What follows belongs to an exercise in optimizing a design on an open flow for small area, a short achievable clock period and few clock cycles per item; a production flow would make more cautious choices. The clock input has no modelled driver; a real chip could not lean on it and would need a root buffer or a full tree. No activity file was given, so power comes from the tool's default toggle rates.

old:
==> flow/design.v <==
module main(output [95:0] out,output reg [95:0]fec,output reg [15:0]crc,output reg status,input data,clock,start);
    reg [4:0]  c;        
    reg        run;      
    reg [2:0]  h;        
    reg [31:0] H, L;     
    reg [31:0] T;        
    reg [15:0] R;        
    wire cz = (c[3:0] == 4'd0);
    wire last = c[4] & cz;
    always @(posedge clock, posedge start) begin
        if (start) begin
            c      <= 5'd0;
            status <= 1'b0;
            h      <= 3'd0;
        end else begin
            c <= {c[3:0], c[4] ^ c[2] ^ cz};
            if (last) status <= 1'b1;
            h <= {h[1:0], data};
        end
    end
    always @(posedge clock, posedge start) begin
        if (start) run <= 1'b1;
        else if (last) run <= 1'b0;
    end
    wire hs = ~run;
    wire fb = R[15] ^ data;
    wire [15:0] Rn = {R[14]^fb, R[13:2], R[1]^fb, R[0], fb};
    wire [15:0] R_d;
    genvar j;
    generate
        for (j = 0; j < 16; j = j + 1) begin : gr
            hold3 hr(R_d[j], hs, run, R[j], Rn[j], start);
        end
    endgenerate
    always @(posedge clock) R <= R_d;
    wire [18:0] v = {Rn[0],Rn[1],Rn[2],Rn[3],Rn[4],Rn[5],Rn[6],Rn[7],
                     Rn[8],Rn[9],Rn[10],Rn[11],Rn[12],Rn[13],Rn[14],Rn[15], data, h[0], h[1]};
    reg [31:0] Tn;
    integer k;
    always @* begin
        for (k = 32; k < 48; k = k + 1) begin
            Tn[2*(47-k)+1] = v[k-29] ^ v[k-31] ^ v[k-32];
            Tn[2*(47-k)]   = v[k-29] ^ v[k-30] ^ v[k-31] ^ v[k-32];
        end
    end
    wire hi_in = data ^ h[1] ^ h[2];
    wire lo_in = hi_in ^ h[0];
    wire [31:0] H_d, L_d, T_d;
    generate
        for (j = 0; j < 32; j = j + 1) begin : gc
            hold2 hh(H_d[j], hs, run, H[j], j == 31 ? hi_in : H[(j + 1) % 32]);
            hold2 hl(L_d[j], hs, run, L[j], j == 31 ? lo_in : L[(j + 1) % 32]);
            hold2 ht(T_d[j], hs, run, T[j], Tn[j]);
        end
    endgenerate
    always @(posedge clock) begin
        H <= H_d;
        L <= L_d;
        T <= T_d;
    end
    integer i;
    always @* begin
        crc = R;
        for (i = 0; i < 32; i = i + 1) begin
            fec[95-2*i] = H[i];
            fec[94-2*i] = L[i];
        end
        fec[31:0] = T;
    end
    interleaver C(fec[23:0],fec[47:24],fec[71:48],fec[95:72],out);
endmodule
module hold2(output y, input s, ns, q, d);
    assign y = (s & q) | (ns & d);
endmodule
module hold3(output y, input s, ns, q, d, st);
    assign y = (s & q) | (ns & d) | st;
endmodule
module interleaver(
input [23:0] byte0,
input [23:0] byte1,
input [23:0] byte2,
input [23:0] byte3,
output [95:0]OP
);
wire [23:0] out0,out1,out2,out3;
assign out0 ={byte3[5:0],byte2[5:0],byte1[5:0],byte0[5:0]};
assign out1 ={byte3[11:6],byte2[11:6],byte1[11:6],byte0[11:6]};
assign out2 ={byte3[17:12],byte2[17:12],byte1[17:12],byte0[17:12]};
assign out3 ={byte3[23:18],byte2[23:18],byte1[23:18],byte0[23:18]};
assign OP[95:0] ={out0[23:0],out1[23:0],out2[23:0],out3[23:0]};
endmodule
clock: 6.0 ns
lec_check: 0
cap_margin: 20
core_margin: 2
core_utilization: 65
slew_margin: 20
synth_hierarchical: 1
synth_minimum_keep_size: 0
standard.sh (not shown) runs the stock make flow with config.mk's settings and CLKGATE_MAP_FILE= SYNTH_SCRIPT=/design/flow/synth_recipe.tcl, a recipe that flattens the netlist after the stock synthesis.
==> flow/flow/run.sh <==
#!/bin/bash
# Standard ORFS layout (the standard.sh, unchanged synthesis) with:
#  - port buffers made from the smallest plain buffer instead of a delay cell;
#  - a flat one-level clock distribution (flow/clk.tcl) instead of an H-tree;
#  - two passes: the first pass's routed, extracted layout plans gate upsizing
#    (flow/plan.tcl, flow/size.tcl), and the second pass redoes CTS onwards with it.
set -euo pipefail
args=('BUFFER_PORTS_ARGS=-buffer_cell sky130_fd_sc_hd__buf_1' "PRE_CTS_TCL=$PWD/flow/clk.tcl")
R=orfs/results/sky130hd/main/base
L=orfs/logs/sky130hd/main/base
rm -f sizes.txt
bash standard.sh "${args[@]}" finish > pass1_flow.log 2>&1
openroad -no_init -exit flow/plan.tcl > plan.log 2>&1
mkdir -p pass1
cp -r "$L" pass1/logs
cp "$R/6_final.odb" pass1/
rm -f "$R"/4_* "$R"/5_* "$R"/6_* out/final.def
bash standard.sh "${args[@]}" finish > pass2_flow.log 2>&1
==> flow/flow/clk.tcl <==
set bufcell sky130_fd_sc_hd__clkbuf_16
set block [ord::get_db_block]
set clknet [$block findNet clock]
set sinks {}
foreach it [$clknet getITerms] {
  set inst [$it getInst]
  set b [$inst getBBox]
  lappend sinks [list $it [expr {([$b xMin] + [$b xMax]) / 2}] [expr {([$b yMin] + [$b yMax]) / 2}]]
}
set sinks [lsort -integer -index 1 $sinks]
set n [llength $sinks]
set nbuf [expr {min(4, ($n + 26) / 27)}]
set master [[ord::get_db] findMaster $bufcell]
for {set g 0} {$g < $nbuf} {incr g} {
  set lo [expr {$g * $n / $nbuf}]
  set hi [expr {($g + 1) * $n / $nbuf - 1}]
  set grp [lrange $sinks $lo $hi]
  set sx 0; set sy 0
  foreach s $grp { incr sx [lindex $s 1]; incr sy [lindex $s 2] }
  set cx [expr {$sx / [llength $grp]}]
  set cy [expr {$sy / [llength $grp]}]
  set buf [odb::dbInst_create $block $master clkbuf_man_$g]
  set net [odb::dbNet_create $block clknet_man_$g]
  $net setSigType CLOCK
  [$buf findITerm A] connect $clknet
  [$buf findITerm X] connect $net
  foreach s $grp { set it [lindex $s 0]; $it disconnect; $it connect $net }
  $buf setLocation $cx $cy
  $buf setPlacementStatus PLACED
  puts "clock buffer $g: [llength $grp] sinks at $cx $cy"
}
set_propagated_clock [all_clocks]
proc clock_tree_synthesis {args} { puts "clock_tree_synthesis skipped: manual clock buffers" }

set sizes [file join [file dirname [info script]] .. sizes.txt]
if {[file exists $sizes]} {
  set f [open $sizes]
  foreach line [split [read $f] \n] {
    if {[llength $line] != 2} continue
    replace_cell [get_cells [lindex $line 0]] [lindex $line 1]
    puts "sized [lindex $line 0] -> [lindex $line 1]"
  }
  close $f
}
Other scripts of this flow, unchanged in this note and not shown: flow/flow/plan.tcl, flow/flow/size.tcl
diff inputs: old => new
-- flow/flow/clk.tcl --
<<< old, line 35
>>> new, line 35
# Buffer the high-fanout nets (the hold-gate selects) with a fanout limit.
estimate_parasitics -placement
set_max_fanout 16 [current_design]
repair_design

==> results.txt <==
Worst setup margin: higher on old
Fmax (higher): old
Going from old to new, switching part of the total power essentially unchanged, detailed-routing iteration count for the pre-antenna-repair pass increased 1, largest fanout of any net on the critical path decreased 98, smallest hold slack increased 0.0065 ns.
Remaining design rule violation count: old vs new identical
Looking only at utilization, and setting everything else aside, the lower value of new and old goes to old.
As of new, first-pass GRT wire length had risen by a little under 10% compared to old.
No functional check of the RTL was part of any run of this note. In every run of this note, the design's own scripts or RTL, not TritonCTS, make the clock network.

## separate check: timing with driven ports
The results above use ideal ports. As a check the final layouts listed here were re-extracted and re-timed, cells and wires unchanged. Step 1 (the two cells are an assumption about what drives the block):
set clk [get_ports {clock}]
set_driving_cell -lib_cell sky130_fd_sc_hd__clkbuf_16 $clk
set_driving_cell -lib_cell sky130_fd_sc_hd__buf_2 [delete_from_list [all_inputs] $clk]
Step 2 times the ports against the registers' clock, not the clock port: input delays grow and output delays shrink by t, the midpoint of the rising clock arrivals with the driver on. Slacks: ideal / step 1 / step 2; pairs: ideal / step 1.
run	shift t [ns]	slack for setup (ns)	pins driven straight from the clock port
old	0.237	3.541 / 3.541 / 3.371	4
new	0.236	2.418 / 2.418 / 2.418	4
After both steps setup and hold are still met in every run listed. The setup slack of old, which loses most, moves by 0.000 ns with the drivers and by -0.170 ns with both steps.
